What follows belongs to an exercise in optimizing a design on an open flow for a short achievable clock period and few clock cycles; a production flow would make more cautious choices. In this exercise RTL edits were held to simulation tests only and were not proved equivalent to the original. Power figures rest on the tool's default switching activity, not on a simulated workload.

## flow/design.v (module list and top-level ports; edited modules follow where they fit)
// module armv4core: 1072 lines
// module ks_add32: 30 lines
module armv4core (
    input clk,
    input rst_n,
    input en,
    input           i_irq,
    input [31:0]    i_irq_r0,
    output          o_rom_en,
    output [31:0]   o_rom_addr,
    input [31:0]    i_rom_data,
    output          o_ram_en,
    output          o_ram_wr,
    output [1:0]    o_ram_size,
    output [31:0]   o_ram_addr,
    input [31:0]    i_ram_rdata,
    output [31:0]   o_ram_wdata
);
  // ...
==> flow/flow/run.sh <==
#!/bin/bash
set -uo pipefail
MARGIN=$(cat flow/margin.txt 2>/dev/null || echo 8)
bash standard.sh SETUP_SLACK_MARGIN=$MARGIN "BUFFER_PORTS_ARGS=-buffer_cell sky130_fd_sc_hd__buf_4" finish > standard.log 2>&1
st=$?
cp -f orfs/logs/*/armv4core/base/*.log . 2>/dev/null || true
exit $st
==> flow/flow/margin.txt <==
8
==> flow/standard.sh <==
#!/bin/bash
# synth_recipe.tcl (not shown) runs the flow's synth.tcl, then flattens the netlist and writes it again
# the make line also repeats each setting of config.mk as NAME=value (left out here)
make -C /OpenROAD-flow-scripts/flow DESIGN_CONFIG=/design/flow/config.mk WORK_HOME=/design/flow/orfs CLKGATE_MAP_FILE= SYNTH_SCRIPT=/design/flow/synth_recipe.tcl "${@:-finish}"
==> flow/config.mk <==
export PLATFORM = sky130hd
export DESIGN_NAME = armv4core
export DESIGN_NICKNAME = armv4core
export VERILOG_FILES = /design/flow/design.v
export SDC_FILE = /design/flow/constraint.sdc
export NUM_CORES = 8
export LEC_CHECK = 0
export CAP_MARGIN = 50
export CORE_MARGIN = 2
export CORE_UTILIZATION = 30
export GPL_TIMING_DRIVEN = 1
export SLEW_MARGIN = 50
export SYNTH_HIERARCHICAL = 1
export TNS_END_PERCENT = 10
==> flow/constraint.sdc <==
create_clock -name core_clock -period 12.5 [get_ports {clk}]
set_input_delay 2.5000 -clock core_clock [delete_from_list [all_inputs] [get_ports {clk}]]
set_output_delay 2.5000 -clock core_clock [all_outputs]
set_load 0.01 [all_outputs]
==> impl_metrics.ini, run 1 <==
[clock_network]
clockRootBuffer = clkbuf_16
cts-resized-gates = 693
htreeDepth = 5
cts_tree = done
cts_max_path_buffers = 4

[global_routing]
grt_use_met3_pct = 16.64
grt_max_degree = 144
use_met2_pct = 48.05
antenna_found_initial = 161

[power_and_ir_drop]
combPwrFrac_pct = 63.2
power_mw = 70.20
p_clk_mw = 10.1

[outcome]
outcome = finished clean

[detailed_routing]
m1WireLength_mm = 390.6
wl_per_cell_microns = 38.43

[min_path]
min-delay-start = pc_r[31]

[cells_and_area]
layout_commonest_cell = nand2_1
largest_cell_class = multi-input combinational cells
design.seq.count = 2617
layout-drive-gt1-share_pct = 18.72
syn_to_final_growth_pct = 20.85

[setup_path]
r2r_slack_ps = 7370
r2r_start = ptgt_e[10]

[timing]
fin_tns_setup_ps = 0
tightest_slew_ps = 902.0
min_period_over_period_pct = 41.07
hold_viol_final = 0

[yosys]
ys_warn_count = 19
synth.cell_area_sq_um = 172300

[placed_design]
port_buffers = 200

[die]
pin_count = 201
Testbench counts, summed over its fixed seeds: cycles 181,439.
==> run 2: changes to the inputs <==
--- a/flow/design.v
+++ b/flow/design.v
@@ -118,16 +118,17 @@
     reg        path_e;
     reg [31:0] alt_e, tgt_e, ptgt_e, pc_e;
     reg [31:0] addr_e;           
     reg        ram_en_q, ram_wr_q;
     reg        tmis_e;           
     reg        ret_late_e;       
     reg        fold_e;           
     reg        dfr_e;            
+    reg        lc_a_e, lc_b_e;   
     reg        kill_q;           
     reg [31:0] kalt_q;           
     reg [7:0]  kill_g_q;
     reg [31:0] dfr_pc;
     reg [3:0]  fcond_e;
     reg        host_e;           
     reg        prev_v, prev_host, prev_setf;    
     reg [31:0] prev_pc;
@@ -180,16 +181,26 @@
     wire [31:0] alu_res = (lsel_e == 2'd0) ? sum33[31:0] : log_res;
     wire alu_v = (ax[31] == bx[31]) & (sum33[31] != ax[31]);
     wire shc_fin = shcf_e ? cflag : shc_e;
     wire [31:0] zt = {ax[30:0] | bx[30:0], cin};
     wire        z_add = &(~(ax ^ bx ^ zt));
     wire        z_log = (lsel_e == 2'd1) ? ((op1_e & bx) == 32'd0) :
                         (lsel_e == 2'd2) ? ((op1_e ^ bx) == 32'd0) : ((op1_e | bx) == 32'd0);
     wire        z_res = arith_e ? z_add : z_log;
+    wire [31:0] lca = lc_a_e ? i_ram_rdata : op1_e;
+    wire [31:0] lcb = lc_b_e ? (i_ram_rdata ^ {32{inv_b_e}}) : op2_e;
+    wire [31:0] lc_sum;
+    wire        lc_co;
+    ks_add32 u_lc_add (.a(lca), .b(lcb), .cin(cin_e[0]), .sum(lc_sum), .cout(lc_co));
+    wire [31:0] lc_zt = {lca[30:0] | lcb[30:0], cin_e[0]};
+    wire        lc_z = &(~(lca ^ lcb ^ lc_zt));
+    wire        lc_v = (lca[31] == lcb[31]) & (lc_sum[31] != lca[31]);
+    wire [3:0]  lc_nzcv = {lc_sum[31], lc_z, lc_co, lc_v};
+    wire lc_upd = ev & e_new & cp & setf_e & (lc_a_e | lc_b_e);
     wire [3:0] alu_nzcv = {alu_res[31], z_res,
                            arith_e ? sum33[32] : shc_fin,
                            arith_e ? alu_v : nzcv[0]};
     wire irq_ok = irq_q & ~ibit;
     wire [31:0] cpsr_val = {nzcv, 20'd0, ibit, 5'b10100, mode, 1'b0};
     wire [31:0] spsr_val = {spsr_nzcv, 20'd0, spsr_i, 5'b10100, mode, 1'b0};
     wire [31:0] e_alt = k_mrs ? (spsr_sel_e ? spsr_val : cpsr_val) : early_val_e;
     wire [31:0] e_data = (k_mrs | early_e) ? e_alt : alu_res;
@@ -221,16 +232,19 @@
         end else begin
             for (k = 0; k < 16; k = k + 1)
                 if (rest2_e[k]) begin nk2 = k; end
         end
     end
     wire irq_take = ev & k_irq & irq_ok;
     wire blk_final = k_blk & blk_pc_e & (e_left == 5'd1);
     wire swap_ret = ev & blk_final & cp & blk_s_e;
+    wire [3:0] nzcv_oth = swap_ret ? spsr_nzcv :
+                          (ev & cp & k_msr & ~spsr_sel_e) ? op2_e[31:28] :
+                          (ev & e_new & cp & setf_e) ? alu_nzcv : nzcv;
     wire [31:0] ret_val = (ret_late_e & w_v) ? w_data : op2_e;
     wire ret_hit = path_e & (ret_val == ptgt_e);         
     wire ret_hit_e = path_e & (op2_e == ptgt_e);         
     wire kill_n = ev & e_new & k_ret & ret_late_e & cp & ~ret_hit;
     reg        redir_e;
     reg [31:0] tgt_re;
     always @(*) begin
         redir_e = 1'b0;
@@ -306,21 +320,24 @@
     wire [31:0] rd_p = rc_p;
     reg  exa_q, exb_q;
     wire exa = exa_q;
     wire exb = exb_q;
     wire [31:0] ra_x = exa ? early_val_e : rfa;
     wire [31:0] rb_x = exb ? early_val_e : rfb;
     wire e_late_wr = e_late_q | e_earlyc_q;
     wire ra_early_x = ra_early & ~((r_ldr | r_hw) & r_store & ins_r[24]);
-    wire hz_a = ra_use & (ra_idx != 4'd15) & ((eld_any & (eld_rd == ra_idx)) |
+    wire r_lcmp = ~r_irq & (r_dp_i | (r_dp_rs & r_lsl0)) & ((ins_r[24:21] == 4'b1010) | (ins_r[24:21] == 4'b1011));
+    wire e_ld_sx = sign_e & ~k_blk;      
+    wire r_lcmp_ok = r_lcmp & ~e_ld_sx;
+    wire hz_a = ra_use & (ra_idx != 4'd15) & ((eld_any & (eld_rd == ra_idx) & ~r_lcmp_ok) |
                 (ra_early_x & e_late_wr & (rd_e == ra_idx)) | (ra_early_x & w_v & (w_rd == ra_idx))) |
                 (r_memop & v_e & dfr_e);
     wire ret_skip = r_ret & pr_taken;    
-    wire hz_b = rb_use & (rb_idx != 4'd15) & ((eld_any & (eld_rd == rb_idx) & ~ret_skip) |
+    wire hz_b = rb_use & (rb_idx != 4'd15) & ((eld_any & (eld_rd == rb_idx) & ~ret_skip & ~r_lcmp_ok) |
                 (rb_early & e_late_wr & (rd_e == rb_idx)) | (rb_early & w_v & (w_rd == rb_idx)));
     wire hz_c = rc_use & (rc_idx != 4'd15) & ((eld_any & (eld_rd == rc_idx)) |
                 (rc_early & e_late_wr & (rd_e == rc_idx)) | (rc_early & w_v & (w_rd == rc_idx)));
     wire stm_hz = r_blk & ~r_load & eld_any & (|(ins_r[15:0] & eld_oh_q));
     wire rrx_hz = r_memreg & sh_rrx & v_e & (setf_e | k_msr);
     wire r_memop = r_ldr | r_hw | r_swp | r_blk;
     wire cond_hz = r_memop & (ins_r[31:28] != 4'he) & v_e & (setf_e | k_msr);
     wire lr_hz = (r_blk | r_swp) & v_e & e_new & k_ret & ret_late_e;
@@ -649,28 +666,30 @@
     endfunction
     wire dq_ra_use = ~irq_inj & ((d_dp & ~d_mov) | d_mem | d_swp | d_blk);
     wire dq_ra_early = ~irq_inj & ((d_mem & ~(~d_load & d_P)) | d_swp | d_blk);
     wire dq_rb_use = irq_inj | d_dp_rs | d_dp_rr | d_memreg | d_swp | d_msr;
     wire dq_rb_early = ~irq_inj & ((d_dp_rs & ~d_lsl0) | d_dp_rr | d_memreg);
     wire dq_rc_use = ~irq_inj & (d_dp_rr | (d_mem & ~d_load));
     wire dq_rc_early = ~irq_inj & d_dp_rr;
     wire dq_skip = ~irq_inj & d_ret & dtaken;
+    wire dq_lcmp = ~irq_inj & (d_dp_i | (d_dp_rs & d_lsl0)) & ((d_opc == 4'b1010) | (d_opc == 4'b1011));
     wire dq_stm = ~irq_inj & d_blk & ~d_load;
     wire dq_rrx = ~irq_inj & d_memreg & d_irrx & d_ldr_r;
     wire dq_cnd = ~irq_inj & (d_mem | d_swp | d_blk) & (ins[31:28] != 4'he);
-    wire hz_d = hzf(d_ra, dq_ra_use, dq_ra_early, 1'b0, n_eld, n_eld_rd, n_late, n_rd, n_wv, n_wrd) |
-                hzf(d_rb, dq_rb_use, dq_rb_early, dq_skip, n_eld, n_eld_rd, n_late, n_rd, n_wv, n_wrd) |
+    wire n_eld_sx = ~e_busy & go_n & ~r_irq & r_hw & ins_r[6] & r_load;
+    wire hz_d = hzf(d_ra, dq_ra_use, dq_ra_early, dq_lcmp & ~n_eld_sx, n_eld, n_eld_rd, n_late, n_rd, n_wv, n_wrd) |
+                hzf(d_rb, dq_rb_use, dq_rb_early, dq_skip | (dq_lcmp & ~n_eld_sx), n_eld, n_eld_rd, n_late, n_rd, n_wv, n_wrd) |
                 hzf(d_rc, dq_rc_use, dq_rc_early, 1'b0, n_eld, n_eld_rd, n_late, n_rd, n_wv, n_wrd) |
                 (dq_stm & n_eld & (|(ins[15:0] & n_eld_oh))) |
                 ((dq_rrx | dq_cnd) & n_flagw) |
                 (~irq_inj & (d_mem | d_swp | d_blk) & n_dfr) |
                 (~irq_inj & (d_swp | d_blk) & n_lr);
-    wire hz_r = hzf(ra_idx, ra_use, ra_early_x, 1'b0, n_eld, n_eld_rd, n_late, n_rd, n_wv, n_wrd) |
-                hzf(rb_idx, rb_use, rb_early, ret_skip, n_eld, n_eld_rd, n_late, n_rd, n_wv, n_wrd) |
+    wire hz_r = hzf(ra_idx, ra_use, ra_early_x, r_lcmp & ~n_eld_sx, n_eld, n_eld_rd, n_late, n_rd, n_wv, n_wrd) |
+                hzf(rb_idx, rb_use, rb_early, ret_skip | (r_lcmp & ~n_eld_sx), n_eld, n_eld_rd, n_late, n_rd, n_wv, n_wrd) |
                 hzf(rc_idx, rc_use, rc_early, 1'b0, n_eld, n_eld_rd, n_late, n_rd, n_wv, n_wrd) |
                 (r_blk & ~r_load & n_eld & (|(ins_r[15:0] & n_eld_oh))) |
                 (((r_memreg & sh_rrx) | (r_memop & (ins_r[31:28] != 4'he))) & n_flagw) |
                 (r_memop & n_dfr) |
                 ((r_blk | r_swp) & n_lr);
     reg        x_inv_a, x_inv_b, x_arith, x_rdwe, x_op1z;
     reg [1:0]  x_cin, x_lsel;
     always @(*) begin
@@ -730,17 +749,17 @@
             r_pre <= 1'b0; rs_amt_q <= 8'd0; off_q <= 32'd0;
             v_e <= 1'b0; e_new <= 1'b0; e_left <= 5'd0; acc_left <= 5'd0;
             k_dp <= 1'b0; k_b <= 1'b0; k_ret <= 1'b0; k_dppc <= 1'b0; k_mem <= 1'b0; k_blk <= 1'b0;
             k_swp <= 1'b0; k_mrs <= 1'b0; k_msr <= 1'b0; k_irq <= 1'b0;
             cond_e <= 4'd0; op1_e <= 32'd0; op2_e <= 32'd0; shc_e <= 1'b0; shcf_e <= 1'b0; rrx_e <= 1'b0;
             inv_a_e <= 1'b0; inv_b_e <= 1'b0; cin_e <= 2'd0; lsel_e <= 2'd0; setf_e <= 1'b0; arith_e <= 1'b0;
             rd_e <= 4'd0; rdwe_e <= 1'b0; early_e <= 1'b0; early_val_e <= 32'd0; spsr_sel_e <= 1'b0;
             path_e <= 1'b0; alt_e <= 32'd0; tgt_e <= 32'd0; ptgt_e <= 32'd0; pc_e <= 32'd0;
-            addr_e <= 32'd0; ram_en_q <= 1'b0; ram_wr_q <= 1'b0; tmis_e <= 1'b0; ret_late_e <= 1'b0; fold_e <= 1'b0; fcond_e <= 4'd0; dfr_e <= 1'b0; dfr_pc <= 32'd0; kill_q <= 1'b0; kalt_q <= 32'd0; kill_g_q <= 8'd0; host_e <= 1'b0;
+            addr_e <= 32'd0; ram_en_q <= 1'b0; ram_wr_q <= 1'b0; tmis_e <= 1'b0; ret_late_e <= 1'b0; fold_e <= 1'b0; fcond_e <= 4'd0; dfr_e <= 1'b0; dfr_pc <= 32'd0; lc_a_e <= 1'b0; lc_b_e <= 1'b0; kill_q <= 1'b0; kalt_q <= 32'd0; kill_g_q <= 8'd0; host_e <= 1'b0;
             prev_v <= 1'b0; prev_host <= 1'b0; prev_setf <= 1'b0; prev_pc <= 32'd0; st_e <= 1'b0; ld_e <= 1'b0;
             r_immx <= 32'd0; r_osel <= 6'd0;
             sign_e <= 1'b0; u_e <= 1'b0; blk_l_e <= 1'b0; blk_pc_e <= 1'b0; blk_s_e <= 1'b0; size_e <= 2'd0;
             ldrd_e <= 4'd0; bwd_e <= 1'b0; cpm_e <= 1'b0; idx_e <= 10'd0; g_e <= 8'd0; cur_k_e <= 4'd0; nk_e <= 4'd0; rest2_e <= 16'd0; wdata_e <= 32'd0; bl_e <= 1'b0;
             hazard_q <= 1'b0; busy_q <= 1'b0; eld_q <= 1'b0; eld_rd_q <= 4'd0; eld_oh_q <= 16'd0; e_late_q <= 1'b0; e_early_q <= 1'b0; e_earlyc_q <= 1'b0;
             w_v <= 1'b0; w_rd <= 4'd0; w_sign <= 1'b0; w_size <= 2'd0; pcld_q <= 32'd0;
             ras_n <= 4'd0;
             btb_rr <= 3'd0;
@@ -757,34 +776,32 @@
             exb_q <= n_early & (pb_idx == n_rd) & (pb_idx != 4'd15);
             rb_val <= pb_e ? e_data : pb_w ? w_data : pb_base;
             hazard_q <= adv ? hz_d : hz_r;
             w_v <= eld_q & cpm_e & ~kill_q;
             w_rd <= eld_rd;
             w_sign <= sign_e & ~k_blk;
             w_size <= size_e;
             if (w_v & (w_rd == 4'd15)) pcld_q <= w_data;
-            if (ev & e_new & cp & setf_e) nzcv <= alu_nzcv;
+            nzcv <= lc_upd ? lc_nzcv : nzcv_oth;
             if (ev & cp & k_msr) begin
                 if (spsr_sel_e) begin
                     spsr_nzcv <= op2_e[31:28];
                     spsr_i <= op2_e[7];
                 end else begin
-                    nzcv <= op2_e[31:28];
                     ibit <= op2_e[7];
                 end
             end
             if (irq_take) begin
                 spsr_nzcv <= nzcv;
                 spsr_i <= ibit;
                 ibit <= 1'b1;
                 mode <= 1'b1;
             end
             if (swap_ret) begin
-                nzcv <= spsr_nzcv;
                 ibit <= spsr_i;
                 mode <= 1'b0;
             end
             if (ev & e_new) begin
                 prev_v <= 1'b1;
                 prev_pc <= pc_e;
                 prev_host <= host_e & ~k_irq;
                 prev_setf <= setf_e;
@@ -858,16 +875,18 @@
                 k_mem <= ~r_irq & (r_ldr | r_hw);
                 k_blk <= ~r_irq & r_blk;
                 k_swp <= ~r_irq & r_swp;
                 k_mrs <= ~r_irq & r_mrs;
                 k_msr <= ~r_irq & r_msr;
                 k_irq <= r_irq;
                 path_e <= path_r;
                 tmis_e <= pr_taken & r_b & (pr_tgt != b_tgt);
+                lc_a_e <= r_lcmp_ok & ra_use & eld_q & cpm_e & ~kill_q & (eld_rd_q == ra_idx) & (ra_idx != 4'd15);
+                lc_b_e <= r_lcmp_ok & rb_use & eld_q & cpm_e & ~kill_q & (eld_rd_q == rb_idx) & (rb_idx != 4'd15);
                 fold_e <= pr_fold & r_hostok;
                 fcond_e <= pr_fcond;
                 host_e <= r_hostable;
                 ret_late_e <= ret_skip & eld_q & (eld_rd_q == 4'd14);
                 alt_e <= (pr_fold & r_hostok) ? pc8_r : alt_r;
                 tgt_e <= b_tgt;
                 ptgt_e <= ptgt_r;
                 op1_e <= op1_late ? (e_data ^ {32{op1_inv}}) : op1_n;
==> run 2 against run 1 <==
  * Area after synthesis rose by 3.1%
  * Power fell by 1.9%
  * Wire length fell by 0.44%
==> impl_metrics.ini, run 2 <==
[detailed_routing]
first_pass_iters = 15
wl_per_cell_microns = 37.08
drc = 0
via_count = 187200
wl_mm = 1087
drt_iter0_markers = 28910
antenna_left = 0
vias_per_cell = 6.384

[timing]
finClkSkew_ps = 96.45
max-slew-margin-rel_pct = 39.31
min_period_over_period_pct = 40.35
setup_viol = 0
min_period_ps = 5044
drv_slew = 0
tightest_slew_ps = 910.3
timing.hold.ws_ps = 469.1
rsz0062_at_grt = yes
fmax_mhz = 198.3
fin_tns_setup_ps = 0
hold_viol_final = 0

[min_path]
hp-class = register to register

[power_and_ir_drop]
powerDensity_nw_per_um2 = 325.7
irDropWorstVdd_uv = 463.7
p_leak_nw = 85.73

[die]
core_area_sq_um = 589900
dieArea_sq_um = 598700
start_util_pct = 30.13
die_w_microns = 773.7
die_y_microns = 773.7
rows = 282
pin_count = 201

[yosys]
syn-mean-instance-area_sq_um = 8.266
syn_inst = 21500
ys_warn_count = 19
syn_nets = 21920
synth.cell_area_sq_um = 177700

[clock_network]
clockRootBuffer = clkbuf_16
cts.sinks = 2619
cts_tree = done
cts_made_buffers = 316
htreeDepth = 5
clkLatencyLatePin_ps = 1080
holdBufCountCts = 0
path_clk_slew_ps = 80
cts_max_path_buffers = 4

[cells_and_area]
layout-drive-gt1-share_pct = 17.75
multi_input_area_sq_um = 109600
top_regs = rcur x480, rsh x480, pht x128
fillCellCount = 60280
layout_commonest_cell = nand2_1
seq_area_sq_um = 65820
fin_nets = 21590
mostFrequentLayoutCells = nand2_1 (3,225), dfrtp_1 (2,436), o21ai_0 (2,058)
syn_to_final_growth_pct = 18.94

[setup_path]
start_kind = register
arrival_ps = 5930
worst-path-max-fanout = 7
crit_path_end_kind = register
critPathKind = register to register
cp_data_required_time_ps = 13380

[run]
drv_cap = 0

[global_routing]
grt_max_degree = 166
antenna_found_initial = 136
grtUsageTotal_pct = 34.51
grt_pass1_wl_mm = 1464
grt_remaining_overflow = 0
grt_pass1_vias = 171000

[placed_design]
place.gp.congestion = 1.094
port_buffers = 200
hpwl_mm = 779.1

[outcome]
outcome = finished clean
-- run 2: worst paths after layout --
path                       start            end  slack (ps)  cells past startpoint
min in group asynchronous  rst_n  btb_tag[7][7]        1300                      1
min reg2reg                k_swp          k_swp         470                      2
min                        k_swp          k_swp         470                      2
max                        exb_q       op2_e[9]        7460                     13
max in group asynchronous  rst_n     rsh[7][25]        8370                      6
max reg2reg                exb_q       op2_e[9]        7460                     13
-- run 2: metal layers --
metal / track usage, % / vias up / part of all wire (%)
met1: 41.89 / 92540 / 37
met4: 27.26 / 47 / 10
met5: 0.2153 / - / 0.054
met2: 48.79 / 13700 / 40
li1: - / 76930 / -
met3: 13.06 / 4010 / 13
-- run 2: area by class of cell --
class / instances / share of cell area [%]
Antenna cell: 88 / 0.1042
Timing Repair Buffer: 1405 / 6.511
Clock buffer: 444 / 4.287
Clock inverter: 130 / 0.8789
Inverter: 340 / 0.6267
Sequential cell: 2619 / 31.14
Tap cell: 7810 / 4.622
Multi-Input combinational cell: 16490 / 51.83
-- run 2: critical path, stage by stage (launching register included) --
cell,delay (ps)
dfrtp_4,530
bufbuf_16,320
buf_4,180
mux2_2,410
mux2_2,390
mux2_2,330
o21ai_0,460
mux4_2,330
mux2i_1,180
mux2i_2,530
a221oi_1,180
xnor2_1,190
a221oi_1,120
nor2_2,700
-- run 2: what timing repair did --
item,CTS,global route
resized for setup,637,366
hold endpoints to repair,0,0
endpoints found under the setup margin,1796,1355
setup buffers,172,127
cloned,20,12
pin swaps,143,92
-- run 2: per-stage QoR --
step	cell area (sq um)	total power [mW]	setup WS [ps]	util, %	instances
after CTS	207600	64.90	7645	35.19	29080
after floorplan	178200	32.54	7380	-	21500
after global placement	189300	51.43	5825	32.08	28260
final	211400	68.86	7456	35.84	29330
after detailed placement	191900	52.30	6060	32.53	28320
after global routing	211200	69.68	7497	35.80	29250
-- run 2: power breakdown --
part | leakage, nW | internal (mW) | switching, mW
Clock | 5.32 | 5.74 | 4.35
Sequential | 34.5 | 10.8 | 4.80
Combinational | 46.0 | 14.0 | 29.2
Testbench counts of run 2, summed over its fixed seeds: cycles 179,045.

==> what the ideal ports hide <==
How much do the figures lean on ideal ports? The routed layouts below were timed once more, with nothing changed but the port constraints. Step 1: set_driving_cell puts a clkbuf_16 on clk and a buf_2 on each other input, an assumption about the parent block. Step 2 also shifts input and output timing later by t, the mid clock arrival at the registers, as if the neighbouring blocks saw the same clock. a / b / c = no drivers / after step 1 / after step 2; a / b = the first two.
| run | t (ns) | setup slack, ns | hold WS [ns] | clock arrival spread, ns | worst register clock-pin slew, ns |
|---|---|---|---|---|---|
| run 1 | 1.169 | 7.366 / 7.366 / 6.387 | 0.406 / 0.406 / 0.406 | 0.115 / 0.114 | 0.08 / 0.08 |
| run 2 | 1.163 | 7.456 / 7.456 / 6.413 | 0.469 / 0.469 / 0.469 | 0.099 / 0.099 | 0.08 / 0.08 |
After both steps every run listed still meets setup and hold. The setup slack of run 2, which loses most, moves by 0.000 ns with the drivers and by -1.043 ns with both steps.
